What follows belongs to an exercise in optimizing a design on an open flow for small area; a production flow would make more cautious choices.
Function was checked by simulation only, so behaviour that the tests miss may differ from the original.

## flow/design.v (module list and top-level ports; edited modules follow where they fit)
// module reset_synch: 15 lines
// module UART_tx: 87 lines
// module UART_rcv: 85 lines
// module UART: 12 lines
// module UART_wrapper: 56 lines
// module cmd_proc: 99 lines
// module maze_solve: 100 lines
// module navigate: 115 lines
// module SPI_mnrch: 95 lines
// module inertial_integrator: 124 lines
// module inert_intf: 114 lines
// module IR_math: 33 lines
// module I_term: 24 lines
// module D_term: 28 lines
// module P_term: 10 lines
// module PID: 36 lines
// module DutyScaleROM: 76 lines
// module PWM12: 52 lines
// module PWM8: 21 lines
// module MtrDrv: 26 lines
// module A2D_intf: 62 lines
// module sensor_intf: 264 lines
// module piezo_drv: 158 lines
// module MazeRunner: 103 lines
module MazeRunner(
  input clk, RST_n,						 
  output INRT_SS_n,INRT_SCLK,INRT_MOSI,	 
  input INRT_MISO,						 
  input INRT_INT,						 
  output A2D_SS_n,A2D_SCLK,A2D_MOSI,	 
  input A2D_MISO,						 
  output lftPWM1,lftPWM2,				 
  output rghtPWM1,rghtPWM2,				 
  input RX,								 
  input hall_n,							 
  output TX,							 
  output piezo,piezo_n,					 
  output IR_lft_en,						 
  output IR_cntr_en,					 
  output IR_rght_en,					 
  output [7:0] LED
);
  // ...
==> flow/run.sh <==
#!/bin/bash
# synth_recipe.tcl (not shown) runs the flow's synth.tcl, then flattens the netlist and writes it again
# the make line also repeats each setting of config.mk as NAME=value (left out here)
make -C /OpenROAD-flow-scripts/flow DESIGN_CONFIG=/design/flow/config.mk WORK_HOME=/design/flow/orfs CLKGATE_MAP_FILE= SYNTH_SCRIPT=/design/flow/synth_recipe.tcl finish
==> flow/config.mk <==
export PLATFORM = sky130hd
export DESIGN_NAME = MazeRunner
export DESIGN_NICKNAME = MazeRunner
export VERILOG_FILES = /design/flow/design.v
export SDC_FILE = /design/flow/constraint.sdc
export NUM_CORES = 4
export LEC_CHECK = 0
export CAP_MARGIN = 20
export CORE_MARGIN = 2
export CORE_UTILIZATION = 40
export PLACE_DENSITY = 0.6
export SLEW_MARGIN = 20
==> flow/constraint.sdc <==
create_clock -name core_clock -period 27.0 [get_ports {clk}]
set_input_delay 5.4000 -clock core_clock [delete_from_list [all_inputs] [get_ports {clk}]]
set_output_delay 5.4000 -clock core_clock [all_outputs]
set_load 0.01 [all_outputs]
==> metrics.cfg, run 1 <==
[placement]
dpl_cell_area_sq_um=53300

[worst_setup_path]
crit_path_max_fanout=15
crit_required_ns=27.55
end_kind=flip-flop
cp-startpoint=iIR.rght_IR[1]
r2r_slack_ns=2.21

[die]
core-area_sq_um=127400
initial_utilization_pct=40.28
rows=131

[final_layout]
utilization_pct=44.06
largest_register_ffs=25
drive_above_1_share_pct=5.947
area_growth_pct=9.371
seq_area_share_pct=28.76
multi_input_comb_cells=4175

[cts]
cts_sinks=651
cts_buffers=78
clockBufferDepth=3

[synthesis]
synthTopCellsByCount=650 x nand2_1, 648 x inv_1, 554 x ha_1
synth_top_family_by_area=adder cells
yosys-top-cells-area=dfrtp_1 19%, ha_1 14%, fa_1 10%
synthXorXnorAreaFrac_pct=6.397
synth_top_area_cell=dfrtp_1
synth_mux_area_share_pct=2.105
async_flop_share_pct=62.67

[route]
wirelength_um=112700
drtIter0Drc=2362

[timing]
hold_slack_ns=0.2960
setup_viol=0
finalClockSkew_ns=0.05284
min_period_ns=24.79
fin_tns_setup_ns=0

[outcome]
outcome=complete, no violations

[grt]
antenna_found_initial=0
top_usage_layer=met2
met3_usage_pct=2.587
grt_util_met1_pct=23.30

==> module UART_tx, before the edit <==
module UART_tx(clk , rst_n ,trmt , tx_data, tx_done, TX);
input clk, trmt, rst_n ;
input [7:0] tx_data;
output TX ;
output reg tx_done;
typedef enum logic {IDLE , TRANSMITTING} state_t;
logic init, shift ,transmitting;
logic [3:0] bit_cnt;
logic [3:0] nxt_bit_cnt;
logic [11:0] baud_cnt;
logic [11:0] nxt_baud_cnt;
logic [8:0] shift_reg;
logic [8:0] nxt_shift_reg;
always_comb begin
casez ({init,shift})
2'b1?: nxt_bit_cnt = '0;
2'b01: nxt_bit_cnt = bit_cnt + 1;
2'b00: nxt_bit_cnt = bit_cnt;
endcase
end
always_ff @(posedge clk) begin
bit_cnt <= nxt_bit_cnt;
end
always_comb begin
casez ({(init || shift),transmitting})
2'b1?: nxt_baud_cnt = '0;
2'b01: nxt_baud_cnt = baud_cnt + 1;
2'b00: nxt_baud_cnt = baud_cnt;
endcase
end
always_ff @(posedge clk) begin
baud_cnt <= nxt_baud_cnt;
end
assign shift = (baud_cnt === 12'hA2C)?1'b1:1'b0;
always_comb begin
casez ({init,shift})
2'b1?: nxt_shift_reg = {tx_data,1'b0};
2'b01: nxt_shift_reg = {1'b1,shift_reg[8:1]};
2'b00: nxt_shift_reg = shift_reg;
endcase
end
always_ff @(posedge clk , negedge rst_n) begin
if(!rst_n)
shift_reg <= '1;
else
shift_reg <= nxt_shift_reg;
end
assign TX = shift_reg[0];
state_t state, nxt_state;
logic setdone;
always_comb begin
nxt_state = state;
init = 0;
transmitting = 0;
setdone = 0;
unique case(state)
IDLE: if(trmt) begin
      init = 1;
	  nxt_state = TRANSMITTING;
	  end
TRANSMITTING: begin
               init = 0;
               transmitting = 1;
               if(bit_cnt === 4'b1010) begin
               setdone = 1;
			   nxt_state = IDLE;
			   end
			   end
endcase
end
always_ff @(posedge clk, negedge rst_n) begin
if(!rst_n)
state <= IDLE;
else
state <= nxt_state;
end     
always_ff @(posedge clk, negedge rst_n) begin
if(!rst_n)
tx_done <= 1'b0;
else begin
	if(init)
	tx_done <= 1'b0;
	else if(setdone)
	tx_done <= 1'b1;
end
end
endmodule
==> module maze_solve, before the edit <==
module maze_solve(cmd_md, cmd0, lft_opn, rght_opn, mv_cmplt,sol_cmplt, clk, rst_n,
									strt_hdng, dsrd_hdng, strt_mv, stp_lft, stp_rght);
	input logic cmd_md, cmd0, lft_opn, rght_opn, mv_cmplt, sol_cmplt, clk, rst_n;
	output logic strt_hdng, strt_mv, stp_lft, stp_rght;
	output logic [11:0] dsrd_hdng;
	logic change_hdng;
	logic [11:0] new_hdng;
	always_ff @(posedge clk, negedge rst_n) begin
		if(!rst_n)
			dsrd_hdng <= '0;
		else if (change_hdng)
			dsrd_hdng <= new_hdng;
	end
	assign stp_lft = (cmd0)?1'b1:1'b0;
	assign stp_rght = ~stp_lft;
	typedef enum logic [2:0] {IDLE, WAIT_FRWRD, STRT_HDNG, NEW_HDNG, WAIT_HDNG} state_t;
	state_t state, nxt_state;
	always_comb begin
	nxt_state = state;
	change_hdng = 0;
	strt_hdng = 0;
	strt_mv = 0;
	new_hdng = '0;
	case (state)
	IDLE: begin
			if(!cmd_md) begin
				strt_mv = 1;
				nxt_state = WAIT_FRWRD;
			end
			end
	WAIT_FRWRD: begin
					if(mv_cmplt) begin
						nxt_state = NEW_HDNG;
					end
				end
	NEW_HDNG: begin
				if(sol_cmplt)
					nxt_state = IDLE;
				else if(cmd0) begin
					if(lft_opn) begin
						change_hdng = 1;
						new_hdng = (dsrd_hdng === 12'h000)?12'h3FF:
											 (dsrd_hdng === 12'h3ff)?12'h7ff:
											 (dsrd_hdng === 12'h7ff)?12'hC00:12'h000;
						nxt_state = STRT_HDNG;
					end
					else if (rght_opn) begin
						change_hdng = 1;
						new_hdng = (dsrd_hdng === 12'h000)?12'hC00:
											 (dsrd_hdng === 12'hC00)?12'h7ff:
											 (dsrd_hdng === 12'h7ff)?12'h3ff:12'h000;
						nxt_state = STRT_HDNG;
					end
					else begin
						change_hdng = 1;
						new_hdng = 12'h7FF;
						nxt_state = STRT_HDNG;
					end
				end
				else begin
					if(rght_opn) begin
						change_hdng = 1;
						new_hdng = (dsrd_hdng === 12'h000)?12'hC00:
											 (dsrd_hdng === 12'hC00)?12'h7ff:
											 (dsrd_hdng === 12'h7ff)?12'h3ff:12'h000;
						nxt_state = STRT_HDNG;
					end
					else if (lft_opn) begin
						change_hdng = 1;
						new_hdng = (dsrd_hdng === 12'h000)?12'h3FF:
											 (dsrd_hdng === 12'h3ff)?12'h7ff:
											 (dsrd_hdng === 12'h7ff)?12'hC00:12'h000;
						nxt_state = STRT_HDNG;
					end
					else begin
						change_hdng = 1;
						new_hdng = 12'h7FF;
						nxt_state = STRT_HDNG;
					end
				end
				end
	STRT_HDNG: begin
							strt_hdng = 1;
							nxt_state = WAIT_HDNG;
						end
	WAIT_HDNG: begin
							if(mv_cmplt) begin
							 strt_mv = 1;
							 nxt_state = WAIT_FRWRD;
							end
						end
	endcase
	end
	always_ff @(posedge clk, negedge rst_n) begin
		if(!rst_n)
			state <= IDLE;
		else
			state <= nxt_state;
	end
endmodule
==> module navigate, before the edit <==
module navigate(clk,rst_n,strt_hdng,strt_mv,stp_lft,stp_rght,mv_cmplt,hdng_rdy,moving,
                en_fusion,at_hdng,lft_opn,rght_opn,frwrd_opn,frwrd_spd);
  parameter FAST_SIM = 1;		 
  input clk,rst_n;					 
  input strt_hdng;					 
  input strt_mv;					 
  input stp_lft;					 
  input stp_rght;					 
  input hdng_rdy;					 
  output logic mv_cmplt;			 
  output logic moving;				 
  output en_fusion;					 
  input at_hdng;					 
  input lft_opn,rght_opn,frwrd_opn;	 
  output reg [10:0] frwrd_spd;		 
  logic [5:0] frwrd_inc;
  logic lft_opn_rise , rght_opn_rise;
  logic q1,q2;  
  logic dec_frwrd, dec_frwrd_fast, inc_frwrd, init_frwrd;
  typedef enum logic [2:0] {IDLE ,HEADING, ACCELERATE, STOP, FASTSTOP} state_t;
  localparam MAX_FRWRD = 11'h2A0;		 
  localparam MIN_FRWRD = 11'h0D0;		 
  always_ff @(posedge clk, negedge rst_n)
    if (!rst_n)
	  frwrd_spd <= 11'h000;
	else if (init_frwrd)		 
	  frwrd_spd <= MIN_FRWRD;									 
	else if (hdng_rdy && inc_frwrd && (frwrd_spd<MAX_FRWRD))	 
	  frwrd_spd <= frwrd_spd + {5'h00,frwrd_inc};				 
	else if (hdng_rdy && (frwrd_spd>11'h000) && (dec_frwrd | dec_frwrd_fast))
	  frwrd_spd <= ((dec_frwrd_fast) && (frwrd_spd>{2'h0,frwrd_inc,3'b000})) ? frwrd_spd - {2'h0,frwrd_inc,3'b000} :  
                    (dec_frwrd_fast) ? 11'h000 :	   
	                (frwrd_spd>{4'h0,frwrd_inc,1'b0}) ? frwrd_spd - {4'h0,frwrd_inc,1'b0} :  
					11'h000;
 always_ff @(posedge clk) begin
  q1 <= lft_opn;
  q2 <= rght_opn;
  end
  assign lft_opn_rise = (!q1 & lft_opn);
  assign rght_opn_rise = (!q2 & rght_opn);
  assign en_fusion = (frwrd_spd > (MAX_FRWRD/2));
  generate if(FAST_SIM)begin
  assign frwrd_inc = 6'h18;
  end else begin
  assign frwrd_inc = 6'h02;
  end
  endgenerate
  state_t state, nxt_state;
  always_comb begin 
  mv_cmplt = 0;
  moving = 0;
  dec_frwrd = 0;
  dec_frwrd_fast = 0;
  inc_frwrd = 0;
  init_frwrd = 0;
  nxt_state = state;
  case(state) 
  IDLE:  begin
         if(strt_hdng) begin
         nxt_state = HEADING;
		 end
		 if(strt_mv) begin
		 init_frwrd = 1;
		 nxt_state = ACCELERATE;
		 end
		 end
  HEADING:  begin
            if(at_hdng) begin
            mv_cmplt = 1;
			nxt_state = IDLE;
			end 
			else begin
			moving = 1;
			end
			end
  ACCELERATE: begin
             inc_frwrd = 1;
             moving = 1;
             if(!frwrd_opn) begin
			 nxt_state = FASTSTOP;
			 end
			 else if((lft_opn_rise && stp_lft) || (rght_opn_rise && stp_rght)) begin 
			 nxt_state = STOP;
			 end
			 end
   STOP:   begin 
           if(frwrd_spd == 0)begin
			mv_cmplt = 1;
			nxt_state = IDLE;
			end
			else begin
			dec_frwrd = 1;
			moving = 1;
			end
			end
   FASTSTOP: begin 
            if(frwrd_spd == 0)begin
			mv_cmplt = 1;
			nxt_state = IDLE;
			end
			else begin
			dec_frwrd_fast = 1;
			moving = 1;
			end
			end
   default: nxt_state = FASTSTOP;  
   endcase
   end
   always_ff @(posedge clk,negedge rst_n) begin
   if(!rst_n)
   state <= IDLE;
   else
   state <= nxt_state;
   end
    endmodule
==> module inertial_integrator, before the edit <==
module inertial_integrator(clk,rst_n,strt_cal,cal_done,vld,rdy,yaw_rt,
                           IR_Dtrm,heading,moving,en_fusion);
  parameter FAST_SIM = 1;		 
  input clk, rst_n;
  input strt_cal;						 
  input vld;							 
  input signed [15:0] yaw_rt;			 
  input [8:0] IR_Dtrm;					 
  input moving;							 
  input en_fusion;						 
  output logic cal_done;				 
  output reg rdy;
  output signed [11:0] heading;
  reg signed [18:0] yaw_comp;			 
  reg signed [18:0] yaw_scaled;			 
  reg vld_ff1,vld_ff2;				 
  logic clr_integrator;
  logic clr_smpl_cntr;
  logic en_smpl_cntr;
  logic compensate_offset;
  typedef enum reg[1:0] {IDLE,CALIBRATING,RUNNING} state_t;
  state_t state,nstate;
  reg signed [26:0] yaw_int;						 
  reg signed [18:0] yaw_off;						 
  reg [11:0] smpl_cntr;								 
  wire signed [24:0] prod_rate;		 
  wire enough_smpls;		 
  wire signed [18:0] yaw_fusion;
  always_ff @(posedge clk, negedge rst_n)
    if (!rst_n)
	   state <= IDLE;
	 else
	   state <= nstate;
  always_comb begin
	 cal_done = 0;
	 clr_integrator = 0;
	 clr_smpl_cntr = 0;
	 en_smpl_cntr = 0;
	 compensate_offset = 0;
	 nstate = IDLE;
	 case (state)
	   IDLE : begin
		  if (strt_cal) begin				 
		    clr_integrator = 1;			 
			clr_smpl_cntr = 1;				 
		    nstate = CALIBRATING;			 
		  end else
		    nstate = IDLE;
		end
		CALIBRATING : begin
		  en_smpl_cntr = vld_ff1;			 
		  if (enough_smpls) begin			 
		    cal_done = 1;
			clr_integrator = 1;
			nstate = RUNNING;
		  end else
			nstate = CALIBRATING;
		end
		default : begin		 
		  compensate_offset = 1;
		  if (strt_cal) begin				 
			 clr_smpl_cntr = 1;
			 clr_integrator = 1;
			 nstate = CALIBRATING;
		  end else
		    nstate = RUNNING;
		end
	 endcase
  end
  always_ff @(posedge clk) begin
    yaw_comp <= (compensate_offset) ? {yaw_rt,3'b000}-yaw_off : {{3{yaw_rt[15]}},yaw_rt};
  end
  always_ff @(posedge clk)
    if (vld_ff1)
      yaw_scaled <= yaw_comp;		 
  always @(posedge clk, negedge rst_n)
    if (!rst_n)
	  smpl_cntr <= 0;
	else if (clr_smpl_cntr)
	  smpl_cntr <= 0;
	else if (en_smpl_cntr)
	  smpl_cntr <= smpl_cntr + 1;
  generate if (FAST_SIM)
    assign enough_smpls = (smpl_cntr==12'h008) ? 1'b1 : 1'b0;
  else
    assign enough_smpls = (smpl_cntr==12'h800) ? 1'b1 : 1'b0;
  endgenerate	
  always_ff @(posedge clk, negedge rst_n)
    if (!rst_n) begin
	  vld_ff1 <= 1'b0;
	  vld_ff2 <= 1'b0;
	  rdy <= 1'b0;
	end else begin
      vld_ff1 <= vld;
      vld_ff2 <= vld_ff1;
	  rdy <= vld_ff2;
	end
	assign yaw_fusion = (en_fusion) ? -{{3{IR_Dtrm[8]}},IR_Dtrm,7'h00} + {{7{IR_Dtrm[8]}},IR_Dtrm,3'h0} :  
                                      19'h00000;
  always @(posedge clk, negedge rst_n)
    if (!rst_n) begin
	  yaw_int <= 0;
	end else if (clr_integrator) begin
	  yaw_int <= 0;
	end else if ((vld_ff2) && ((!compensate_offset) || (moving))) begin
	  if (FAST_SIM)	 
	    yaw_int  <= yaw_int + {{6{yaw_scaled[18]}},yaw_scaled,2'b00} +
	                          {{7{yaw_fusion[18]}},yaw_fusion,1'b0};
      else							
	    yaw_int  <= yaw_int + {{8{yaw_scaled[18]}},yaw_scaled} + 
	                          {{8{yaw_fusion[18]}},yaw_fusion};
	end
  always @(posedge clk, negedge rst_n)
    if (!rst_n) begin
	  yaw_off <= 19'h00000;
	end else if (cal_done) begin
	  if (FAST_SIM) begin
		yaw_off <= yaw_int[21:0];
      end else begin
		yaw_off <= yaw_int[26:8];
	  end
	end
	assign heading = yaw_int[26:15];
endmodule
==> module inert_intf, before the edit <==
module inert_intf(clk,rst_n,strt_cal,cal_done,heading,rdy,IR_Dtrm,
                  SS_n,SCLK,MOSI,MISO,INT,moving,en_fusion);
  parameter FAST_SIM = 0;	 
  input logic clk, rst_n;
  input logic MISO;							 
  input logic INT;							 
  input logic strt_cal;						 
  input logic moving;							 
  input logic en_fusion;						 
  input logic [8:0] IR_Dtrm;					 
  output logic cal_done;				 
  output logic signed [11:0] heading;	 
  output logic rdy;					 
  output logic SS_n,SCLK,MOSI;		 
  logic done;
  logic [15:0] inert_data;		 
  logic signed [15:0] yaw_rt;
  logic C_Y_H, C_Y_L, wrt, vld;
  logic  [15:0] wt_data;
  logic [15:0] timer;
  logic [7:0] yawL;
  logic [7:0] yawH;
  logic ff1_INT, ff2_INT;
  always_ff @(posedge clk, negedge rst_n) begin
    if(!rst_n)
      timer <= '0;
    else
      timer <= timer + 1;
  end
  always_ff @(posedge clk) begin
    if(C_Y_L)
      yawL <= inert_data[7:0];
  end
  always_ff @(posedge clk) begin
    if(C_Y_H)
      yawH <= inert_data[7:0];
  end
  always_ff @(posedge clk) begin
		ff1_INT <= INT;
		ff2_INT <= ff1_INT;
  end
	assign yaw_rt = {yawH,yawL};
  typedef enum logic [2:0] {INIT1, INIT2,INIT3, WAIT,READH, READL, DONE} state_t; 
  state_t state, nxt_state;
  SPI_mnrch iSPI(.clk(clk),.rst_n(rst_n),.SS_n(SS_n),.SCLK(SCLK),
                 .MISO(MISO),.MOSI(MOSI),.wrt(wrt),.done(done),
				 .rd_data(inert_data),.wt_data(wt_data));
  inertial_integrator #(FAST_SIM) iINT(.clk(clk), .rst_n(rst_n), .strt_cal(strt_cal),
                        .vld(vld),.rdy(rdy),.cal_done(cal_done), .yaw_rt(yaw_rt),.moving(moving),
						.en_fusion(en_fusion),.IR_Dtrm(IR_Dtrm),.heading(heading));
  always_comb begin
  nxt_state = state;
  C_Y_H = 0;
  C_Y_L = 0;
  wrt = 0;
  vld = 0;
  wt_data = 16'h0000;
  case (state)
  INIT1: begin
          wt_data = 16'h0D02;
          if(&timer) begin
            wrt = 1;
            nxt_state = INIT2;
          end
         end
  INIT2: begin
          wt_data = 16'h1160;
          if(done) begin 
						wrt = 1;
						nxt_state = INIT3;
          end
         end
  INIT3: begin
          wt_data = 16'h1440;
          if(done) begin 
						wrt = 1;
						nxt_state = WAIT;
          end
				 end
  WAIT:  begin
          if(ff2_INT) begin
            wt_data = 16'hA700;
            wrt = 1;
            nxt_state = READH;
          end
				 end
  READH: begin
          if(done) begin
						C_Y_H = 1;
						wt_data = 16'hA600;
						wrt = 1;
						nxt_state = READL;
          end
         end
	READL: begin
          if(done) begin
						C_Y_L = 1;
						nxt_state = DONE;
          end
         end
	DONE:  begin
          vld = 1;
          nxt_state = WAIT;
         end 
	default: nxt_state = INIT1;
  endcase
  end
  always_ff @(posedge clk, negedge rst_n) begin
	if(!rst_n)
		state <= INIT1;
	else
		state <= nxt_state;
  end
endmodule
==> module DutyScaleROM, before the edit <==
module DutyScaleROM(clk,batt_level,scale);
  input clk;
  input [5:0] batt_level;
  output [12:0] scale;
  reg [11:0]scaleMem[0:63];
  reg [11:0] entry;
  assign scale = {1'b0,entry};	 
 always_ff @(posedge clk) begin
   case(batt_level)
     8'h00 : entry <= 12'h91B;
     8'h01 : entry <= 12'h90F;
     8'h02 : entry <= 12'h903;
     8'h03 : entry <= 12'h8F8;
     8'h04 : entry <= 12'h8EC;
     8'h05 : entry <= 12'h8E0;
     8'h06 : entry <= 12'h8D5;
     8'h07 : entry <= 12'h8C9;
     8'h08 : entry <= 12'h8BE;
     8'h09 : entry <= 12'h8B3;
     8'h0A : entry <= 12'h8A8;
     8'h0B : entry <= 12'h89D;
     8'h0C : entry <= 12'h892;
     8'h0D : entry <= 12'h888;
     8'h0E : entry <= 12'h87D;
     8'h0F : entry <= 12'h872;
     8'h10 : entry <= 12'h868;
     8'h11 : entry <= 12'h85E;
     8'h12 : entry <= 12'h854;
     8'h13 : entry <= 12'h849;
     8'h14 : entry <= 12'h83F;
     8'h15 : entry <= 12'h836;
     8'h16 : entry <= 12'h82C;
     8'h17 : entry <= 12'h822;
     8'h18 : entry <= 12'h818;
     8'h19 : entry <= 12'h80F;
     8'h1A : entry <= 12'h805;
     8'h1B : entry <= 12'h7FC;
     8'h1C : entry <= 12'h7F3;
     8'h1D : entry <= 12'h7E9;
     8'h1E : entry <= 12'h7E0;
     8'h1F : entry <= 12'h7D7;
     8'h20 : entry <= 12'h7CE;
     8'h21 : entry <= 12'h7C5;
     8'h22 : entry <= 12'h7BD;
     8'h23 : entry <= 12'h7B4;
     8'h24 : entry <= 12'h7AB;
     8'h25 : entry <= 12'h7A3;
     8'h26 : entry <= 12'h79A;
     8'h27 : entry <= 12'h792;
     8'h28 : entry <= 12'h789;
     8'h29 : entry <= 12'h781;
     8'h2A : entry <= 12'h779;
     8'h2B : entry <= 12'h771;
     8'h2C : entry <= 12'h769;
     8'h2D : entry <= 12'h761;
     8'h2E : entry <= 12'h759;
     8'h2F : entry <= 12'h751;
     8'h30 : entry <= 12'h749;
     8'h31 : entry <= 12'h741;
     8'h32 : entry <= 12'h73A;
     8'h33 : entry <= 12'h732;
     8'h34 : entry <= 12'h72B;
     8'h35 : entry <= 12'h723;
     8'h36 : entry <= 12'h71C;
     8'h37 : entry <= 12'h714;
     8'h38 : entry <= 12'h70D;
     8'h39 : entry <= 12'h706;
     8'h3A : entry <= 12'h6FF;
     8'h3B : entry <= 12'h6F7;
     8'h3C : entry <= 12'h6F0;
     8'h3D : entry <= 12'h6E9;
     8'h3E : entry <= 12'h6E2;
     8'h3F : entry <= 12'h6DB;
   endcase
 end
endmodule
==> module PWM12, before the edit <==
module PWM12(clk,rst_n,duty,PWM1,PWM2);
input clk, rst_n;
input [11:0] duty;
output reg PWM1, PWM2;
reg [11:0] cnt;
localparam NONOVERLAP = 12'h02C;
logic S1,S2,R1,R2;
always_comb begin
S1 = 0;
R1 = 0;
S2 = 0;
R2 = 0;
if(cnt >= NONOVERLAP)
S1 = 1;
if(cnt >= (duty+NONOVERLAP))
S2 = 1;
if(cnt >= duty)
R1 = 1;
if(&cnt)
R2 = 1;
end
always_ff @(posedge clk, negedge rst_n) begin
if(!rst_n)
PWM1 <= 1'b0;
else begin
	if(R1)
	PWM1 <= 1'b0;
	else if(S1)
	PWM1 <= 1'b1;
    else
	PWM1 <= PWM1;
end
end
always_ff @(posedge clk, negedge rst_n) begin
if(!rst_n)
PWM2 <= 1'b0;
else begin
	if(R2)
	PWM2 <= 1'b0;
	else if(S2)
	PWM2 <= 1'b1;
    else
	PWM2 <= PWM2;
end
end
always_ff @(posedge clk , negedge rst_n) begin
if(!rst_n)
cnt <= '0;
else
cnt <= cnt + 1;
end
endmodule
==> module PWM8, before the edit <==
module PWM8(clk,rst_n,duty,PWM_sig);
  input clk,rst_n;		 
  input [7:0] duty;	 
  output reg PWM_sig;
  wire set, reset;
  reg [7:0] cnt;
  always_ff @(posedge clk, negedge rst_n) 
    if (!rst_n)
	  cnt <= 8'h0;
	else
	  cnt <= cnt + 1;
  assign set = ~|cnt;		 
  assign reset = (cnt>=duty) ? 1'b1 : 1'b0;
  always_ff @(posedge clk, negedge rst_n)
    if (!rst_n)
	  PWM_sig <= 1'b0;
	else if (reset)
	  PWM_sig <= 1'b0;
	else if (set)
	  PWM_sig <= 1'b1;
endmodule
==> module MtrDrv, before the edit <==
module MtrDrv(lft_spd, vbatt, rght_spd, clk, rst_n, lftPWM1, lftPWM2, rghtPWM1, rghtPWM2);
input logic [11:0] vbatt;
input logic signed [11:0] lft_spd, rght_spd;
input logic clk, rst_n;
output logic lftPWM1, lftPWM2, rghtPWM1, rghtPWM2;
logic signed [12:0] scale;
DutyScaleROM ROM(.clk(clk),.batt_level(vbatt[9:4]),.scale(scale));
logic signed [23:0] lft_prod , rght_prod;
logic [11:0] lft_duty , rght_duty;
assign lft_prod = scale * lft_spd;
assign rght_prod = scale * rght_spd;
logic signed [11:0] lft_scaled, rght_scaled;
logic signed [12:0]  lft_div, rght_div;
assign lft_div = lft_prod[23:11];
assign rght_div = rght_prod[23:11];
assign lft_scaled =  (lft_div[12] === 0 && lft_div[11])?12'b011111111111:
									 (lft_div[11] === 1 && (!lft_div[11]))?12'b100000000000:
										lft_div[11:0];
assign rght_scaled =  (rght_div[12] === 0 && rght_div[11])?12'b011111111111:
									 (rght_div[11] === 1 && (!rght_div[11]))?12'b100000000000:
										rght_div[11:0];										
assign lft_duty = lft_scaled + 12'h800;
assign rght_duty = 12'h800 - rght_scaled;
PWM12 lftPWM(.clk(clk),.rst_n(rst_n),.duty(lft_duty),.PWM1(lftPWM1),.PWM2(lftPWM2));
PWM12 rghtPWM(.clk(clk),.rst_n(rst_n),.duty(rght_duty),.PWM1(rghtPWM1),.PWM2(rghtPWM2));
endmodule
==> module piezo_drv, before the edit <==
module piezo_drv(clk, rst_n, batt_low, fanfare, piezo, piezo_n);
parameter FAST_SIM = 1;
input logic clk, rst_n, batt_low, fanfare;
output logic piezo, piezo_n;
logic [23:0] dur_cnt;
logic [14:0] freq_cnt;
logic rst_dur, rst_freq;
typedef enum logic[3:0] {IDLE, G6, G7,C7,E7, E7_LOWBAT, G6_LOWBAT, C7_LOWBAT, G7_2, E7_2} state_t;
always_ff @(posedge clk) begin
	if(rst_dur)
		dur_cnt <= '0;
	else
		dur_cnt <= (FAST_SIM)? dur_cnt + 16: dur_cnt + 1;
end
always_ff @(posedge clk) begin
	if(rst_freq)
		freq_cnt <= '0;
	else
		freq_cnt <= (FAST_SIM)? freq_cnt + 16: freq_cnt + 1;
end
state_t state, nxt_state;
always_comb begin
piezo = 0;
nxt_state = state;
rst_freq = 0;
rst_dur = 0;
case (state)
IDLE: begin
		  if(batt_low) begin
			nxt_state = G6_LOWBAT;
			rst_freq = 1;
			rst_dur = 1;
		end
		else if (fanfare) begin
			nxt_state = G6;
			rst_freq = 1;
			rst_dur = 1;
		end
	  end
G6_LOWBAT: begin
				if (dur_cnt >= 8388608) begin
					 rst_dur = 1;
					 rst_freq = 1;
					 nxt_state = C7_LOWBAT;
				end
				else if(freq_cnt < 16000)
					 piezo = 1;
				else if(freq_cnt > 31888) begin
					 rst_freq = 1;
				end 
			end	
C7_LOWBAT: begin
				if (dur_cnt >= 8388608) begin
					 rst_dur = 1;
					 rst_freq =1;
					 nxt_state = E7_LOWBAT;
				end
				else if(freq_cnt < 12000)
					 piezo = 1;
				else if(freq_cnt > 23890) begin
					 rst_freq = 1;
				end 
			end
E7_LOWBAT: begin
				if (dur_cnt >= 8388608) begin
					 rst_dur = 1;
					 rst_freq =1;
					 nxt_state = IDLE;
				end
				else if(freq_cnt < 9500)
					 piezo = 1;
				else if(freq_cnt > 18960) begin
					 rst_freq = 1;
				end 
			end
G6:	begin
			if(dur_cnt > 8388608) begin
				rst_dur = 1;
				rst_freq = 1;
				nxt_state = C7;
			end
			else if(freq_cnt < 16000)
					 piezo = 1;
			else if(freq_cnt > 31888) begin
					 rst_freq = 1;
		end 
		end
C7:	begin
		if (dur_cnt >= 8388608) begin
					 rst_dur = 1;
					 rst_freq =1;
					 nxt_state = E7;
				end
				else if(freq_cnt < 12000)
					 piezo = 1;
				else if(freq_cnt > 23890) begin
					 rst_freq = 1;
				end 
		end
E7: begin
				if (dur_cnt >= 8388608) begin
					 rst_dur = 1;
					 rst_freq =1;
					 nxt_state = G7;
				end
				else if(freq_cnt < 9500)
					 piezo = 1;
				else if(freq_cnt > 18960) begin
					 rst_freq = 1;
				end 
			end
G7: begin
			if(dur_cnt > 12582912) begin
				rst_dur = 1;
				rst_freq = 1;
				nxt_state = E7_2;
			end
			else if(freq_cnt < 7971)
					 piezo = 1;
			else if(freq_cnt > 15943) begin
					 rst_freq = 1;
			end 
		end
E7_2:	begin
			if (dur_cnt >= 8388608) begin
					 rst_dur = 1;
					 rst_freq =1;
					 nxt_state = G7_2;
				end
				else if(freq_cnt < 9500)
					 piezo = 1;
				else if(freq_cnt > 18960) begin
					 rst_freq = 1;
				end 
		end
G7_2:begin
			if(dur_cnt > 12582912) begin
				rst_dur = 1;
				rst_freq = 1;
				nxt_state = IDLE;
			end
			else if(freq_cnt < 7971)
					 piezo = 1;
			else if(freq_cnt > 15943) begin
					 rst_freq = 1;
			end 
		end
default: nxt_state = IDLE;
endcase
end
always_ff @(posedge clk, negedge rst_n) begin
	if(!rst_n)
		state <= IDLE;
	else
		state <= nxt_state;
end
assign piezo_n = ~piezo;
endmodule
==> inputs of run 2 (changes only) <==
--- a/flow/design.v
+++ b/flow/design.v
@@ -26,4 +26,2 @@
 logic [11:0] nxt_baud_cnt;
-logic [8:0] shift_reg;
-logic [8:0] nxt_shift_reg;
 always_comb begin
@@ -49,18 +47,7 @@
 assign shift = (baud_cnt === 12'hA2C)?1'b1:1'b0;
-always_comb begin
-casez ({init,shift})
-2'b1?: nxt_shift_reg = {tx_data,1'b0};
-2'b01: nxt_shift_reg = {1'b1,shift_reg[8:1]};
-2'b00: nxt_shift_reg = shift_reg;
-endcase
-end
-always_ff @(posedge clk , negedge rst_n) begin
-if(!rst_n)
-shift_reg <= '1;
-else
-shift_reg <= nxt_shift_reg;
-end
-assign TX = shift_reg[0];
 state_t state, nxt_state;
 logic setdone;
+logic [10:0] frame;
+assign frame = {2'b11,tx_data,1'b0};
+assign TX = (state == TRANSMITTING && bit_cnt <= 4'd10) ? frame[bit_cnt] : 1'b1;
 always_comb begin
@@ -359,12 +346,19 @@
 	output logic [11:0] dsrd_hdng;
+	logic [1:0] quad, new_quad;
 	logic change_hdng;
-	logic [11:0] new_hdng;
 	always_ff @(posedge clk, negedge rst_n) begin
 		if(!rst_n)
-			dsrd_hdng <= '0;
+			quad <= 2'b00;
 		else if (change_hdng)
-			dsrd_hdng <= new_hdng;
+			quad <= new_quad;
 	end
-	assign stp_lft = (cmd0)?1'b1:1'b0;
-	assign stp_rght = ~stp_lft;
+	always_comb
+		case (quad)
+			2'b00: dsrd_hdng = 12'h000;
+			2'b01: dsrd_hdng = 12'h3FF;
+			2'b10: dsrd_hdng = 12'h7FF;
+			default: dsrd_hdng = 12'hC00;
+		endcase
+	assign stp_lft = cmd0;
+	assign stp_rght = ~cmd0;
 	typedef enum logic [2:0] {IDLE, WAIT_FRWRD, STRT_HDNG, NEW_HDNG, WAIT_HDNG} state_t;
@@ -376,3 +370,3 @@
 	strt_mv = 0;
-	new_hdng = '0;
+	new_quad = quad;
 	case (state)
@@ -392,43 +386,11 @@
 					nxt_state = IDLE;
-				else if(cmd0) begin
-					if(lft_opn) begin
-						change_hdng = 1;
-						new_hdng = (dsrd_hdng === 12'h000)?12'h3FF:
-											 (dsrd_hdng === 12'h3ff)?12'h7ff:
-											 (dsrd_hdng === 12'h7ff)?12'hC00:12'h000;
-						nxt_state = STRT_HDNG;
-					end
-					else if (rght_opn) begin
-						change_hdng = 1;
-						new_hdng = (dsrd_hdng === 12'h000)?12'hC00:
-											 (dsrd_hdng === 12'hC00)?12'h7ff:
-											 (dsrd_hdng === 12'h7ff)?12'h3ff:12'h000;
-						nxt_state = STRT_HDNG;
-					end
-					else begin
-						change_hdng = 1;
-						new_hdng = 12'h7FF;
-						nxt_state = STRT_HDNG;
-					end
-				end
 				else begin
-					if(rght_opn) begin
-						change_hdng = 1;
-						new_hdng = (dsrd_hdng === 12'h000)?12'hC00:
-											 (dsrd_hdng === 12'hC00)?12'h7ff:
-											 (dsrd_hdng === 12'h7ff)?12'h3ff:12'h000;
-						nxt_state = STRT_HDNG;
-					end
-					else if (lft_opn) begin
-						change_hdng = 1;
-						new_hdng = (dsrd_hdng === 12'h000)?12'h3FF:
-											 (dsrd_hdng === 12'h3ff)?12'h7ff:
-											 (dsrd_hdng === 12'h7ff)?12'hC00:12'h000;
-						nxt_state = STRT_HDNG;
-					end
-					else begin
-						change_hdng = 1;
-						new_hdng = 12'h7FF;
-						nxt_state = STRT_HDNG;
-					end
+					change_hdng = 1;
+					nxt_state = STRT_HDNG;
+					if (cmd0 ? lft_opn : (!rght_opn && lft_opn))
+						new_quad = quad + 2'b01;		 
+					else if (rght_opn)
+						new_quad = quad - 2'b01;		 
+					else
+						new_quad = 2'b10;			 
 				end
@@ -468,4 +430,3 @@
   input lft_opn,rght_opn,frwrd_opn;	 
-  output reg [10:0] frwrd_spd;		 
-  logic [5:0] frwrd_inc;
+  output [10:0] frwrd_spd;		 
   logic lft_opn_rise , rght_opn_rise;
@@ -476,14 +437,16 @@
   localparam MIN_FRWRD = 11'h0D0;		 
+  logic [6:0] fs;
+  assign frwrd_spd = {1'b0,fs,3'b000};
   always_ff @(posedge clk, negedge rst_n)
     if (!rst_n)
-	  frwrd_spd <= 11'h000;
-	else if (init_frwrd)		 
-	  frwrd_spd <= MIN_FRWRD;									 
-	else if (hdng_rdy && inc_frwrd && (frwrd_spd<MAX_FRWRD))	 
-	  frwrd_spd <= frwrd_spd + {5'h00,frwrd_inc};				 
-	else if (hdng_rdy && (frwrd_spd>11'h000) && (dec_frwrd | dec_frwrd_fast))
-	  frwrd_spd <= ((dec_frwrd_fast) && (frwrd_spd>{2'h0,frwrd_inc,3'b000})) ? frwrd_spd - {2'h0,frwrd_inc,3'b000} :  
-                    (dec_frwrd_fast) ? 11'h000 :	   
-	                (frwrd_spd>{4'h0,frwrd_inc,1'b0}) ? frwrd_spd - {4'h0,frwrd_inc,1'b0} :  
-					11'h000;
+	  fs <= 7'd0;
+	else if (init_frwrd)
+	  fs <= 7'd26;										 
+	else if (hdng_rdy && inc_frwrd && (fs<7'd84))		 
+	  fs <= fs + 7'd3;									 
+	else if (hdng_rdy && (fs>7'd0) && (dec_frwrd | dec_frwrd_fast))
+	  fs <= ((dec_frwrd_fast) && (fs>7'd24)) ? fs - 7'd24 :
+                    (dec_frwrd_fast) ? 7'd0 :
+	                (fs>7'd6) ? fs - 7'd6 :
+					7'd0;
  always_ff @(posedge clk) begin
@@ -494,9 +457,3 @@
   assign rght_opn_rise = (!q2 & rght_opn);
-  assign en_fusion = (frwrd_spd > (MAX_FRWRD/2));
-  generate if(FAST_SIM)begin
-  assign frwrd_inc = 6'h18;
-  end else begin
-  assign frwrd_inc = 6'h02;
-  end
-  endgenerate
+  assign en_fusion = (fs > 7'd42);		 
   state_t state, nxt_state;
@@ -540,3 +497,3 @@
    STOP:   begin 
-           if(frwrd_spd == 0)begin
+           if(fs == 7'd0)begin
 			mv_cmplt = 1;
@@ -550,3 +507,3 @@
    FASTSTOP: begin 
-            if(frwrd_spd == 0)begin
+            if(fs == 7'd0)begin
 			mv_cmplt = 1;
@@ -677,4 +634,3 @@
   output signed [11:0] heading;
-  reg signed [18:0] yaw_comp;			 
-  reg signed [18:0] yaw_scaled;			 
+  reg comp_smpl;						 
   reg vld_ff1,vld_ff2;				 
@@ -686,7 +642,7 @@
   state_t state,nstate;
-  reg signed [26:0] yaw_int;						 
-  reg signed [18:0] yaw_off;						 
-  reg [11:0] smpl_cntr;								 
-  wire signed [24:0] prod_rate;		 
-  wire enough_smpls;		 
+  reg signed [26:1] yaw_int;						 
+  reg signed [18:1] yaw_off;						 
+  reg [3:0] smpl_cntr;								 
+  wire enough_smpls;
+  wire signed [18:0] yaw_comp;
   wire signed [18:0] yaw_fusion;
@@ -706,6 +662,6 @@
 	   IDLE : begin
-		  if (strt_cal) begin				 
-		    clr_integrator = 1;			 
-			clr_smpl_cntr = 1;				 
-		    nstate = CALIBRATING;			 
+		  if (strt_cal) begin
+		    clr_integrator = 1;
+			clr_smpl_cntr = 1;
+		    nstate = CALIBRATING;
 		  end else
@@ -714,4 +670,4 @@
 		CALIBRATING : begin
-		  en_smpl_cntr = vld_ff1;			 
-		  if (enough_smpls) begin			 
+		  en_smpl_cntr = vld_ff1;
+		  if (enough_smpls) begin
 		    cal_done = 1;
@@ -724,3 +680,3 @@
 		  compensate_offset = 1;
-		  if (strt_cal) begin				 
+		  if (strt_cal) begin
 			 clr_smpl_cntr = 1;
@@ -733,8 +689,6 @@
   end
-  always_ff @(posedge clk) begin
-    yaw_comp <= (compensate_offset) ? {yaw_rt,3'b000}-yaw_off : {{3{yaw_rt[15]}},yaw_rt};
-  end
   always_ff @(posedge clk)
-    if (vld_ff1)
-      yaw_scaled <= yaw_comp;		 
+    if (vld)
+      comp_smpl <= compensate_offset;
+  assign yaw_comp = (comp_smpl) ? {yaw_rt,3'b000}-{yaw_off,1'b0} : {{3{yaw_rt[15]}},yaw_rt};
   always @(posedge clk, negedge rst_n)
@@ -746,7 +700,3 @@
 	  smpl_cntr <= smpl_cntr + 1;
-  generate if (FAST_SIM)
-    assign enough_smpls = (smpl_cntr==12'h008) ? 1'b1 : 1'b0;
-  else
-    assign enough_smpls = (smpl_cntr==12'h800) ? 1'b1 : 1'b0;
-  endgenerate	
+  assign enough_smpls = (smpl_cntr==4'h8) ? 1'b1 : 1'b0;
   always_ff @(posedge clk, negedge rst_n)
@@ -761,3 +711,3 @@
 	end
-	assign yaw_fusion = (en_fusion) ? -{{3{IR_Dtrm[8]}},IR_Dtrm,7'h00} + {{7{IR_Dtrm[8]}},IR_Dtrm,3'h0} :  
+  assign yaw_fusion = (en_fusion) ? -{{3{IR_Dtrm[8]}},IR_Dtrm,7'h00} + {{7{IR_Dtrm[8]}},IR_Dtrm,3'h0} :
                                       19'h00000;
@@ -769,8 +719,3 @@
 	end else if ((vld_ff2) && ((!compensate_offset) || (moving))) begin
-	  if (FAST_SIM)	 
-	    yaw_int  <= yaw_int + {{6{yaw_scaled[18]}},yaw_scaled,2'b00} +
-	                          {{7{yaw_fusion[18]}},yaw_fusion,1'b0};
-      else							
-	    yaw_int  <= yaw_int + {{8{yaw_scaled[18]}},yaw_scaled} + 
-	                          {{8{yaw_fusion[18]}},yaw_fusion};
+	  yaw_int  <= yaw_int + {{6{yaw_comp[18]}},yaw_comp,1'b0} + {{7{yaw_fusion[18]}},yaw_fusion};
 	end
@@ -778,9 +723,5 @@
     if (!rst_n) begin
-	  yaw_off <= 19'h00000;
+	  yaw_off <= 18'h00000;
 	end else if (cal_done) begin
-	  if (FAST_SIM) begin
-		yaw_off <= yaw_int[21:0];
-      end else begin
-		yaw_off <= yaw_int[26:8];
-	  end
+	  yaw_off <= yaw_int[18:1];		 
 	end
@@ -789,3 +730,3 @@
 module inert_intf(clk,rst_n,strt_cal,cal_done,heading,rdy,IR_Dtrm,
-                  SS_n,SCLK,MOSI,MISO,INT,moving,en_fusion);
+                  SS_n,SCLK,MOSI,MISO,INT,moving,en_fusion,tmr);
   parameter FAST_SIM = 0;	 
@@ -798,2 +739,3 @@
   input logic [8:0] IR_Dtrm;					 
+  input logic [15:0] tmr;						 
   output logic cal_done;				 
@@ -807,3 +749,2 @@
   logic  [15:0] wt_data;
-  logic [15:0] timer;
   logic [7:0] yawL;
@@ -811,8 +752,2 @@
   logic ff1_INT, ff2_INT;
-  always_ff @(posedge clk, negedge rst_n) begin
-    if(!rst_n)
-      timer <= '0;
-    else
-      timer <= timer + 1;
-  end
   always_ff @(posedge clk) begin
@@ -848,3 +783,3 @@
           wt_data = 16'h0D02;
-          if(&timer) begin
+          if(&tmr) begin
             wrt = 1;
@@ -1033,99 +968,91 @@
 endmodule
-module DutyScaleROM(clk,batt_level,scale);
+module DutyScaleROM(clk,batt_level,dscale);
   input clk;
   input [5:0] batt_level;
-  output [12:0] scale;
-  reg [11:0]scaleMem[0:63];
-  reg [11:0] entry;
-  assign scale = {1'b0,entry};	 
- always_ff @(posedge clk) begin
-   case(batt_level)
-     8'h00 : entry <= 12'h91B;
-     8'h01 : entry <= 12'h90F;
-     8'h02 : entry <= 12'h903;
-     8'h03 : entry <= 12'h8F8;
-     8'h04 : entry <= 12'h8EC;
-     8'h05 : entry <= 12'h8E0;
-     8'h06 : entry <= 12'h8D5;
-     8'h07 : entry <= 12'h8C9;
-     8'h08 : entry <= 12'h8BE;
-     8'h09 : entry <= 12'h8B3;
-     8'h0A : entry <= 12'h8A8;
-     8'h0B : entry <= 12'h89D;
-     8'h0C : entry <= 12'h892;
-     8'h0D : entry <= 12'h888;
-     8'h0E : entry <= 12'h87D;
-     8'h0F : entry <= 12'h872;
-     8'h10 : entry <= 12'h868;
-     8'h11 : entry <= 12'h85E;
-     8'h12 : entry <= 12'h854;
-     8'h13 : entry <= 12'h849;
-     8'h14 : entry <= 12'h83F;
-     8'h15 : entry <= 12'h836;
-     8'h16 : entry <= 12'h82C;
-     8'h17 : entry <= 12'h822;
-     8'h18 : entry <= 12'h818;
-     8'h19 : entry <= 12'h80F;
-     8'h1A : entry <= 12'h805;
-     8'h1B : entry <= 12'h7FC;
-     8'h1C : entry <= 12'h7F3;
-     8'h1D : entry <= 12'h7E9;
-     8'h1E : entry <= 12'h7E0;
-     8'h1F : entry <= 12'h7D7;
-     8'h20 : entry <= 12'h7CE;
-     8'h21 : entry <= 12'h7C5;
-     8'h22 : entry <= 12'h7BD;
-     8'h23 : entry <= 12'h7B4;
-     8'h24 : entry <= 12'h7AB;
-     8'h25 : entry <= 12'h7A3;
-     8'h26 : entry <= 12'h79A;
-     8'h27 : entry <= 12'h792;
-     8'h28 : entry <= 12'h789;
-     8'h29 : entry <= 12'h781;
-     8'h2A : entry <= 12'h779;
-     8'h2B : entry <= 12'h771;
-     8'h2C : entry <= 12'h769;
-     8'h2D : entry <= 12'h761;
-     8'h2E : entry <= 12'h759;
-     8'h2F : entry <= 12'h751;
-     8'h30 : entry <= 12'h749;
-     8'h31 : entry <= 12'h741;
-     8'h32 : entry <= 12'h73A;
-     8'h33 : entry <= 12'h732;
-     8'h34 : entry <= 12'h72B;
-     8'h35 : entry <= 12'h723;
-     8'h36 : entry <= 12'h71C;
-     8'h37 : entry <= 12'h714;
-     8'h38 : entry <= 12'h70D;
-     8'h39 : entry <= 12'h706;
-     8'h3A : entry <= 12'h6FF;
-     8'h3B : entry <= 12'h6F7;
-     8'h3C : entry <= 12'h6F0;
-     8'h3D : entry <= 12'h6E9;
-     8'h3E : entry <= 12'h6E2;
-     8'h3F : entry <= 12'h6DB;
-   endcase
- end
+  output logic signed [9:0] dscale;		 
+  reg [5:0] addr;
+  always_ff @(posedge clk)
+    addr <= batt_level;
+  always_comb begin
+    case(addr)
+      6'h00 : dscale = 10'h11B;
+      6'h01 : dscale = 10'h10F;
+      6'h02 : dscale = 10'h103;
+      6'h03 : dscale = 10'h0F8;
+      6'h04 : dscale = 10'h0EC;
+      6'h05 : dscale = 10'h0E0;
+      6'h06 : dscale = 10'h0D5;
+      6'h07 : dscale = 10'h0C9;
+      6'h08 : dscale = 10'h0BE;
+      6'h09 : dscale = 10'h0B3;
+      6'h0A : dscale = 10'h0A8;
+      6'h0B : dscale = 10'h09D;
+      6'h0C : dscale = 10'h092;
+      6'h0D : dscale = 10'h088;
+      6'h0E : dscale = 10'h07D;
+      6'h0F : dscale = 10'h072;
+      6'h10 : dscale = 10'h068;
+      6'h11 : dscale = 10'h05E;
+      6'h12 : dscale = 10'h054;
+      6'h13 : dscale = 10'h049;
+      6'h14 : dscale = 10'h03F;
+      6'h15 : dscale = 10'h036;
+      6'h16 : dscale = 10'h02C;
+      6'h17 : dscale = 10'h022;
+      6'h18 : dscale = 10'h018;
+      6'h19 : dscale = 10'h00F;
+      6'h1A : dscale = 10'h005;
+      6'h1B : dscale = 10'h3FC;
+      6'h1C : dscale = 10'h3F3;
+      6'h1D : dscale = 10'h3E9;
+      6'h1E : dscale = 10'h3E0;
+      6'h1F : dscale = 10'h3D7;
+      6'h20 : dscale = 10'h3CE;
+      6'h21 : dscale = 10'h3C5;
+      6'h22 : dscale = 10'h3BD;
+      6'h23 : dscale = 10'h3B4;
+      6'h24 : dscale = 10'h3AB;
+      6'h25 : dscale = 10'h3A3;
+      6'h26 : dscale = 10'h39A;
+      6'h27 : dscale = 10'h392;
+      6'h28 : dscale = 10'h389;
+      6'h29 : dscale = 10'h381;
+      6'h2A : dscale = 10'h379;
+      6'h2B : dscale = 10'h371;
+      6'h2C : dscale = 10'h369;
+      6'h2D : dscale = 10'h361;
+      6'h2E : dscale = 10'h359;
+      6'h2F : dscale = 10'h351;
+      6'h30 : dscale = 10'h349;
+      6'h31 : dscale = 10'h341;
+      6'h32 : dscale = 10'h33A;
+      6'h33 : dscale = 10'h332;
+      6'h34 : dscale = 10'h32B;
+      6'h35 : dscale = 10'h323;
+      6'h36 : dscale = 10'h31C;
+      6'h37 : dscale = 10'h314;
+      6'h38 : dscale = 10'h30D;
+      6'h39 : dscale = 10'h306;
+      6'h3A : dscale = 10'h2FF;
+      6'h3B : dscale = 10'h2F7;
+      6'h3C : dscale = 10'h2F0;
+      6'h3D : dscale = 10'h2E9;
+      6'h3E : dscale = 10'h2E2;
+      6'h3F : dscale = 10'h2DB;
+    endcase
+  end
 endmodule
-module PWM12(clk,rst_n,duty,PWM1,PWM2);
+module PWM12(clk,rst_n,cnt,duty,PWM1,PWM2);
 input clk, rst_n;
+input [11:0] cnt;			 
 input [11:0] duty;
 output reg PWM1, PWM2;
-reg [11:0] cnt;
 localparam NONOVERLAP = 12'h02C;
 logic S1,S2,R1,R2;
-always_comb begin
-S1 = 0;
-R1 = 0;
-S2 = 0;
-R2 = 0;
-if(cnt >= NONOVERLAP)
-S1 = 1;
-if(cnt >= (duty+NONOVERLAP))
-S2 = 1;
-if(cnt >= duty)
-R1 = 1;
-if(&cnt)
-R2 = 1;
-end
+logic [11:0] duty_no;
+assign duty_no = duty + NONOVERLAP;		 
+assign S1 = (cnt >= NONOVERLAP);
+assign S2 = (cnt >= duty_no);
+assign R1 = (cnt >= duty);
+assign R2 = &cnt;
 always_ff @(posedge clk, negedge rst_n) begin
@@ -1133,10 +1060,6 @@
 PWM1 <= 1'b0;
-else begin
-	if(R1)
-	PWM1 <= 1'b0;
-	else if(S1)
-	PWM1 <= 1'b1;
-    else
-	PWM1 <= PWM1;
-end
+else if(R1)
+PWM1 <= 1'b0;
+else if(S1)
+PWM1 <= 1'b1;
 end
@@ -1145,40 +1068,15 @@
 PWM2 <= 1'b0;
-else begin
-	if(R2)
-	PWM2 <= 1'b0;
-	else if(S2)
-	PWM2 <= 1'b1;
-    else
-	PWM2 <= PWM2;
-end
-end
-always_ff @(posedge clk , negedge rst_n) begin
-if(!rst_n)
-cnt <= '0;
-else
-cnt <= cnt + 1;
+else if(R2)
+PWM2 <= 1'b0;
+else if(S2)
+PWM2 <= 1'b1;
 end
 endmodule
-module PWM8(clk,rst_n,duty,PWM_sig);
+module PWM8(clk,rst_n,cnt,PWM_sig);
   input clk,rst_n;		 
-  input [7:0] duty;	 
-  output reg PWM_sig;
-  wire set, reset;
-  reg [7:0] cnt;
-  always_ff @(posedge clk, negedge rst_n) 
-    if (!rst_n)
-	  cnt <= 8'h0;
-	else
-	  cnt <= cnt + 1;
-  assign set = ~|cnt;		 
-  assign reset = (cnt>=duty) ? 1'b1 : 1'b0;
-  always_ff @(posedge clk, negedge rst_n)
-    if (!rst_n)
-	  PWM_sig <= 1'b0;
-	else if (reset)
-	  PWM_sig <= 1'b0;
-	else if (set)
-	  PWM_sig <= 1'b1;
+  input [7:0] cnt;		 
+  output PWM_sig;
+  assign PWM_sig = (|cnt) && (cnt <= 8'hC0);
 endmodule
-module MtrDrv(lft_spd, vbatt, rght_spd, clk, rst_n, lftPWM1, lftPWM2, rghtPWM1, rghtPWM2);
+module MtrDrv(lft_spd, vbatt, rght_spd, clk, rst_n, cnt, lftPWM1, lftPWM2, rghtPWM1, rghtPWM2);
 input logic [11:0] vbatt;
@@ -1186,23 +1084,20 @@
 input logic clk, rst_n;
+input logic [11:0] cnt;				 
 output logic lftPWM1, lftPWM2, rghtPWM1, rghtPWM2;
-logic signed [12:0] scale;
-DutyScaleROM ROM(.clk(clk),.batt_level(vbatt[9:4]),.scale(scale));
-logic signed [23:0] lft_prod , rght_prod;
-logic [11:0] lft_duty , rght_duty;
-assign lft_prod = scale * lft_spd;
-assign rght_prod = scale * rght_spd;
-logic signed [11:0] lft_scaled, rght_scaled;
+logic signed [9:0] dscale;			 
+DutyScaleROM ROM(.clk(clk),.batt_level(vbatt[9:4]),.dscale(dscale));
+logic signed [21:0] lft_pd, rght_pd;
+assign lft_pd = lft_spd * dscale;
+assign rght_pd = rght_spd * dscale;
 logic signed [12:0]  lft_div, rght_div;
-assign lft_div = lft_prod[23:11];
-assign rght_div = rght_prod[23:11];
-assign lft_scaled =  (lft_div[12] === 0 && lft_div[11])?12'b011111111111:
-									 (lft_div[11] === 1 && (!lft_div[11]))?12'b100000000000:
-										lft_div[11:0];
-assign rght_scaled =  (rght_div[12] === 0 && rght_div[11])?12'b011111111111:
-									 (rght_div[11] === 1 && (!rght_div[11]))?12'b100000000000:
-										rght_div[11:0];										
+assign lft_div = {lft_spd[11],lft_spd} + {{2{lft_pd[21]}},lft_pd[21:11]};
+assign rght_div = {rght_spd[11],rght_spd} + {{2{rght_pd[21]}},rght_pd[21:11]};
+logic [11:0] lft_scaled, rght_scaled;
+logic [11:0] lft_duty , rght_duty;
+assign lft_scaled = (!lft_div[12] && lft_div[11]) ? 12'h7FF : lft_div[11:0];
+assign rght_scaled = (!rght_div[12] && rght_div[11]) ? 12'h7FF : rght_div[11:0];
 assign lft_duty = lft_scaled + 12'h800;
 assign rght_duty = 12'h800 - rght_scaled;
-PWM12 lftPWM(.clk(clk),.rst_n(rst_n),.duty(lft_duty),.PWM1(lftPWM1),.PWM2(lftPWM2));
-PWM12 rghtPWM(.clk(clk),.rst_n(rst_n),.duty(rght_duty),.PWM1(rghtPWM1),.PWM2(rghtPWM2));
+PWM12 lftPWM(.clk(clk),.rst_n(rst_n),.cnt(cnt),.duty(lft_duty),.PWM1(lftPWM1),.PWM2(lftPWM2));
+PWM12 rghtPWM(.clk(clk),.rst_n(rst_n),.cnt(cnt),.duty(rght_duty),.PWM1(rghtPWM1),.PWM2(rghtPWM2));
 endmodule
@@ -1273,3 +1168,3 @@
 				   frwrd_opn,batt_low,A2D_SS_n,
-				   A2D_SCLK,A2D_MOSI,A2D_MISO,LED);
+				   A2D_SCLK,A2D_MOSI,A2D_MISO,tmr);
   parameter FAST_SIM = 1'b1;
@@ -1290,3 +1185,3 @@
   output A2D_MOSI, A2D_SCLK;			 
-  output [6:0] LED;
+  input [10:0] tmr;						 
   typedef enum reg [2:0] {LFT_STTL,LFT_CPTR,CNTR_STTL,CNTR_CPTR,RGHT_STTL,
@@ -1312,4 +1207,3 @@
   logic ld_offs;
-  reg [11:0] cntr_IR;
-  reg [15:0] tmr;			 
+  reg frwrd_opn_r;		 
   reg [11:0] lft_IR_prev1,rght_IR_prev1;	 
@@ -1318,4 +1212,4 @@
   reg [11:0] vbatt1,vbatt2,vbatt3,vbatt4;	 
-  reg [11:0] lft_off_reg,rght_off_reg;		 
   reg [14:0] lft_accum,rght_accum;			 
+  wire [11:0] lft_off_reg,rght_off_reg;		 
   reg [3:0] smpl_cnt;
@@ -1324,12 +1218,3 @@
   localparam HUG = 12'h0E0;			 
-  generate if (FAST_SIM)
-	assign sttl_ovr = &tmr[10:0];
-  else
-	assign sttl_ovr = &tmr;
-  endgenerate
-  always_ff @(posedge clk, negedge rst_n)
-    if (!rst_n)
-	  tmr <= 16'h0000;
-	else
-	  tmr <= tmr + 1;
+  assign sttl_ovr = &tmr[10:0];
   always_ff @(posedge clk, negedge rst_n)
@@ -1348,3 +1233,2 @@
   assign vbatt = vbatt_accum[13:2];				 
-  assign LED = vbatt[11:5];
   assign batt_low = (vbatt[11:4]<8'hD9)? 1'b1 : 1'b0;	 
@@ -1352,5 +1236,5 @@
     if (!rst_n)
-      cntr_IR <= 12'h0000;
+      frwrd_opn_r <= 1'b0;
     else if (capture_cntr)
-      cntr_IR <= res;
+      frwrd_opn_r <= (res>OPEN_THRES_FRNT) ? 1'b1 : 1'b0;
   always_ff @(posedge clk, negedge rst_n)
@@ -1469,11 +1353,15 @@
   assign IR_err = res - NOM_IR - HUG;	 
-  always_ff @(posedge clk)
-    if (clr_avg_accums)
+  always_ff @(posedge clk, negedge rst_n)
+    if (!rst_n)
+	  lft_accum <= 15'h0000;
+    else if (clr_avg_accums)
 	  lft_accum <= 15'h0000;
-	else if (accum_lft)
+	else if (accum_lft && !ld_offs)
 	  lft_accum <= lft_accum + {{3{IR_err[11]}},IR_err};
-  always_ff @(posedge clk)
-    if (clr_avg_accums)
+  always_ff @(posedge clk, negedge rst_n)
+    if (!rst_n)
+	  rght_accum <= 15'h0000;
+    else if (clr_avg_accums)
 	  rght_accum <= 15'h0000;
-	else if (accum_rght)
+	else if (accum_rght && !ld_offs)
 	  rght_accum <= rght_accum + {{3{IR_err[11]}},IR_err};
@@ -1484,13 +1372,4 @@
 	  smpl_cnt <= smpl_cnt + 1;
-  always_ff @(posedge clk, negedge rst_n)
-    if (!rst_n) begin
-	  lft_off_reg <= 12'h000;
-	  rght_off_reg <= 12'h000;
-	end else if (clr_avg_accums) begin
-	  lft_off_reg <= 12'h000;
-	  rght_off_reg <= 12'h000;
-	end else if (ld_offs) begin
-	  lft_off_reg <= lft_accum[14:3];
-	  rght_off_reg <= rght_accum[14:3];
-	end
+  assign lft_off_reg = (cal_state==CAL) ? 12'h000 : lft_accum[14:3];
+  assign rght_off_reg = (cal_state==CAL) ? 12'h000 : rght_accum[14:3];
   always_ff @(posedge clk, negedge rst_n)
@@ -1524,3 +1403,3 @@
   assign lft_opn = (lft_IR>OPEN_THRES) ? 1'b1 : 1'b0;
-  assign frwrd_opn = (cntr_IR>OPEN_THRES_FRNT) ? 1'b1 : 1'b0;
+  assign frwrd_opn = frwrd_opn_r;
   assign rght_opn = (rght_IR>OPEN_THRES) ? 1'b1 : 1'b0;
@@ -1529,3 +1408,3 @@
   			    .MISO(A2D_MISO));
-  PWM8 iDRV(.clk(clk),.rst_n(rst_n),.duty(8'hC0),.PWM_sig(IR_duty));
+  PWM8 iDRV(.clk(clk),.rst_n(rst_n),.cnt(tmr[7:0]),.PWM_sig(IR_duty));
   assign IR_lft_en = (IR_sel==2'b01) ? IR_duty : 1'b0;
@@ -1538,4 +1417,8 @@
 output logic piezo, piezo_n;
+logic [19:0] dur_hi;
+logic [10:0] freq_hi;
 logic [23:0] dur_cnt;
 logic [14:0] freq_cnt;
+assign dur_cnt = {dur_hi,4'b0000};
+assign freq_cnt = {freq_hi,4'b0000};
 logic rst_dur, rst_freq;
@@ -1544,5 +1427,5 @@
 	if(rst_dur)
-		dur_cnt <= '0;
+		dur_hi <= '0;
 	else
-		dur_cnt <= (FAST_SIM)? dur_cnt + 16: dur_cnt + 1;
+		dur_hi <= dur_hi + 1;
 end
@@ -1550,5 +1433,5 @@
 	if(rst_freq)
-		freq_cnt <= '0;
+		freq_hi <= '0;
 	else
-		freq_cnt <= (FAST_SIM)? freq_cnt + 16: freq_cnt + 1;
+		freq_hi <= freq_hi + 1;
 end
@@ -1747,2 +1630,8 @@
   reset_synch iRST(.*);
+  logic [15:0] tmr;
+  always_ff @(posedge clk, negedge rst_n)
+    if (!rst_n)
+      tmr <= 16'h0000;
+    else
+      tmr <= tmr + 16'h0001;
   UART_wrapper iWRAP(.clk(clk), .rst_n(rst_n), .RX(RX), .TX(TX), .resp(8'hA5), 
@@ -1774,3 +1663,3 @@
 			 .SS_n(INRT_SS_n),.SCLK(INRT_SCLK),.MOSI(INRT_MOSI),.MISO(INRT_MISO),
-			 .INT(INRT_INT),.moving(moving),.en_fusion(en_fusion));
+			 .INT(INRT_INT),.moving(moving),.en_fusion(en_fusion),.tmr(tmr));
   IR_math #(NOM_IR) iIR_adj(.lft_opn(lft_opn),.rght_opn(rght_opn),.lft_IR(lft_IR),.rght_IR(rght_IR),
@@ -1782,3 +1671,3 @@
   MtrDrv iMTR(.clk(clk),.rst_n(rst_n),.lft_spd(lft_spd),.rght_spd(rght_spd),
-              .vbatt(vbatt),.lftPWM1(lftPWM1),.lftPWM2(lftPWM2),
+              .vbatt(vbatt),.cnt(tmr[11:0]),.lftPWM1(lftPWM1),.lftPWM2(lftPWM2),
 				  .rghtPWM1(rghtPWM1),.rghtPWM2(rghtPWM2));
@@ -1791,3 +1680,3 @@
 						  .A2D_SS_n(A2D_SS_n),.A2D_SCLK(A2D_SCLK),
-						  .A2D_MOSI(A2D_MOSI),.A2D_MISO(A2D_MISO),.LED());
+						  .A2D_MOSI(A2D_MOSI),.A2D_MISO(A2D_MISO),.tmr(tmr[10:0]));
   piezo_drv #(FAST_SIM) ICHRG(.clk(clk),.rst_n(rst_n),.batt_low(batt_low),.fanfare(sol_cmplt),
==> run 2 against run 1 <==
Still clean on timing, DRC and antenna. Core utilization decreased by 0.48 points. First-iteration DRC count decreased by 16%. Synthesized cell count down 4.8%. Critical path depth increased by 9. Routed wire length fell by 4.1%. Highest routed layer unchanged.
==> metrics.cfg, run 2 <==
[cts]
cts_buffers=58  ; was 78
cts_max_level=2  ; was 3
clock_latency_ns=0.66  ; was 0.69 ns
clockBufferDepth=3  ; unchanged
hold_buffers=0  ; unchanged
cts_sinks=516  ; was 651

[synthesis]
synthTopCellsByCount=676 x inv_1, 633 x nand2_1, 539 x ha_1  ; was 650 x nand2_1, 648 x inv_1, 554 x ha_1
synth_edf_count=86  ; was 104
synth_top_area_cell=dfrtp_1  ; unchanged
syn_inst=5394  ; was 5666
yosysMostFrequentCell=inv_1  ; was nand2_1
async_flop_share_pct=66.09  ; was 62.67%
ys_ff_latch=516  ; was 651
yosys-top-cells-area=dfrtp_1 17%, ha_1 14%, fa_1 12%  ; was dfrtp_1 19%, ha_1 14%, fa_1 10%

[worst_setup_path]
crit_top_cell=o21ai_0  ; was ha_1
max_stage_delay_ns=0.55  ; was 0.71 ns
end_kind=flip-flop  ; unchanged
path_class=flip-flop to flip-flop  ; unchanged
r2r_slack_ns=2.20  ; was 2.21 ns
crit_path_max_fanout=12  ; was 15
crit_required_ns=27.53  ; was 27.55 ns

[hold_path]
hp-class=flip-flop to flip-flop  ; unchanged

[timing]
maxSlewHeadroom_pct=28.29  ; was 28.91%
hold_slack_ns=0.2965  ; was 0.2960 ns
min_period_ns=24.80  ; was 24.79 ns
setup_viol=0  ; unchanged
finalClockSkew_ns=0.05381  ; was 0.05284 ns
max_freq_mhz=40.33  ; was 40.34 MHz
fin_tns_setup_ns=0  ; unchanged

[grt]
antenna_found_initial=1  ; was 0
top_usage_layer=met2  ; unchanged
grt_util_met1_pct=24.94  ; was 23.30%
met3_usage_pct=1.871  ; was 2.587%

[final_layout]
top_register=iNEMO.iINT.yaw_int  ; unchanged
largest_register_ffs=25  ; unchanged
area_growth_pct=8.309  ; was 9.371%
drive_above_1_share_pct=5.128  ; was 5.947%

[die]
rows=126  ; was 131
core-area_sq_um=117800  ; was 127400 sq um
initial_utilization_pct=40.23  ; was 40.28%

[route]
wirelength_um=108100  ; was 112700 um
drtIter0Drc=1975  ; was 2362

[outcome]
outcome=complete, no violations  ; unchanged

run 2: changes by cell type in the layout (fill, tap and decap cells not counted), moves of 20 or more:
cell,delta
nor3_1,-49
nand2b_1,+25
nor2_1,-33
inv_1,+27
and3_1,-46
mux2_2,-20
and2_1,+32
dfrtp_1,-59
nand3_1,-21
clkbuf_16,-22
dfxtp_1,-50
run 2: per-stage QoR:
stage / area [sq um] / instances / worst slack (ns) / utilization [%]
6_report: 51310 / 6938 / 2.202 / 43.57
5_1_grt: 51310 / 6938 / 0.001133 / 43.57
4_1_cts: 51220 / 6936 / 1.137 / 43.49
3_5_place_dp: 49250 / 6826 / 1.253 / 41.82
3_3_place_gp: 49250 / 6826 / 1.914 / 41.82
2_1_floorplan: 47400 / 5400 / 3.220 / -
run 2: final cells by class:
class                           instances  area [sq um]  share of cell area (%)
Clock inverter                         35         371.6                  0.7242
Inverter                              677          2545                   4.960
Tap cell                             1536          1922                   3.745
Sequential cell                       516         12910                   25.16
Clock buffer                           75          1595                   3.109
Timing Repair Buffer                   66         585.6                   1.141
Multi-Input combinational cell       4033         31380                   61.16
run 2: cell families (layout without fill, tap and decap cells):
| logic type | after synthesis | in the layout | synth area share, % |
|---|---|---|---|
| flip-flops | 516 | 516 | 27.25 |
| adder cells (fa/ha/maj) | 823 | 823 | 26.24 |
| buffers and inverters | 851 | 853 | 6.827 |
| AO/OA/AOI/OAI | 1145 | 1145 | 15.07 |
| XOR/XNOR | 362 | 362 | 6.724 |
| multiplexers | 86 | 86 | 2.031 |
| AND/OR/NAND/NOR | 1609 | 1609 | 15.85 |
| other | 2 | 8 | 0.01585 |
run 2: what timing repair did:
| action | in CTS | in global routing |
|---|---|---|
| endpoints found under the setup margin | 0 | 4 |
| setup buffers | 0 | 1 |
| resized for setup | 0 | 11 |
run 2: worst paths after layout:
path / startpoint / depth (start not counted) / endpoint
worst max register to register: iIR.rght_IR[1] / 113 / iMTR.rghtPWM.PWM2
worst min-delay path: iRST.ff1 / 0 / iRST.rst_n
worst min register to register: iRST.ff1 / 0 / iRST.rst_n
min in group asynchronous: iRST.rst_n / 1 / ICHRG.state[1]
max in group asynchronous: RST_n / 1 / iRST.rst_n
worst max-delay path: iIR.rght_IR[1] / 113 / iMTR.rghtPWM.PWM2
run 2: critical path: cells and delay by family (launching register included):
| family | cells | cell delay, ns |
|---|---|---|
| AND/OR/NAND/NOR | 29 | 4.85 |
| buffers and inverters | 10 | 0.77 |
| AO/OA/AOI/OAI | 43 | 8.49 |
| flip-flops | 1 | 0.42 |
| XOR/XNOR | 9 | 1.94 |
| adder cells (fa/ha/maj) | 22 | 8.17 |
run 2: routing by layer:
| layer | up-vias | part of all wire [%] |
|---|---|---|
| met1 | 17216 | 48 |
| met5 | - | 0 |
| li1 | 17984 | - |
| met3 | 126 | 3.4 |
| met2 | 493 | 46 |
| met4 | 0 | 2.6 |
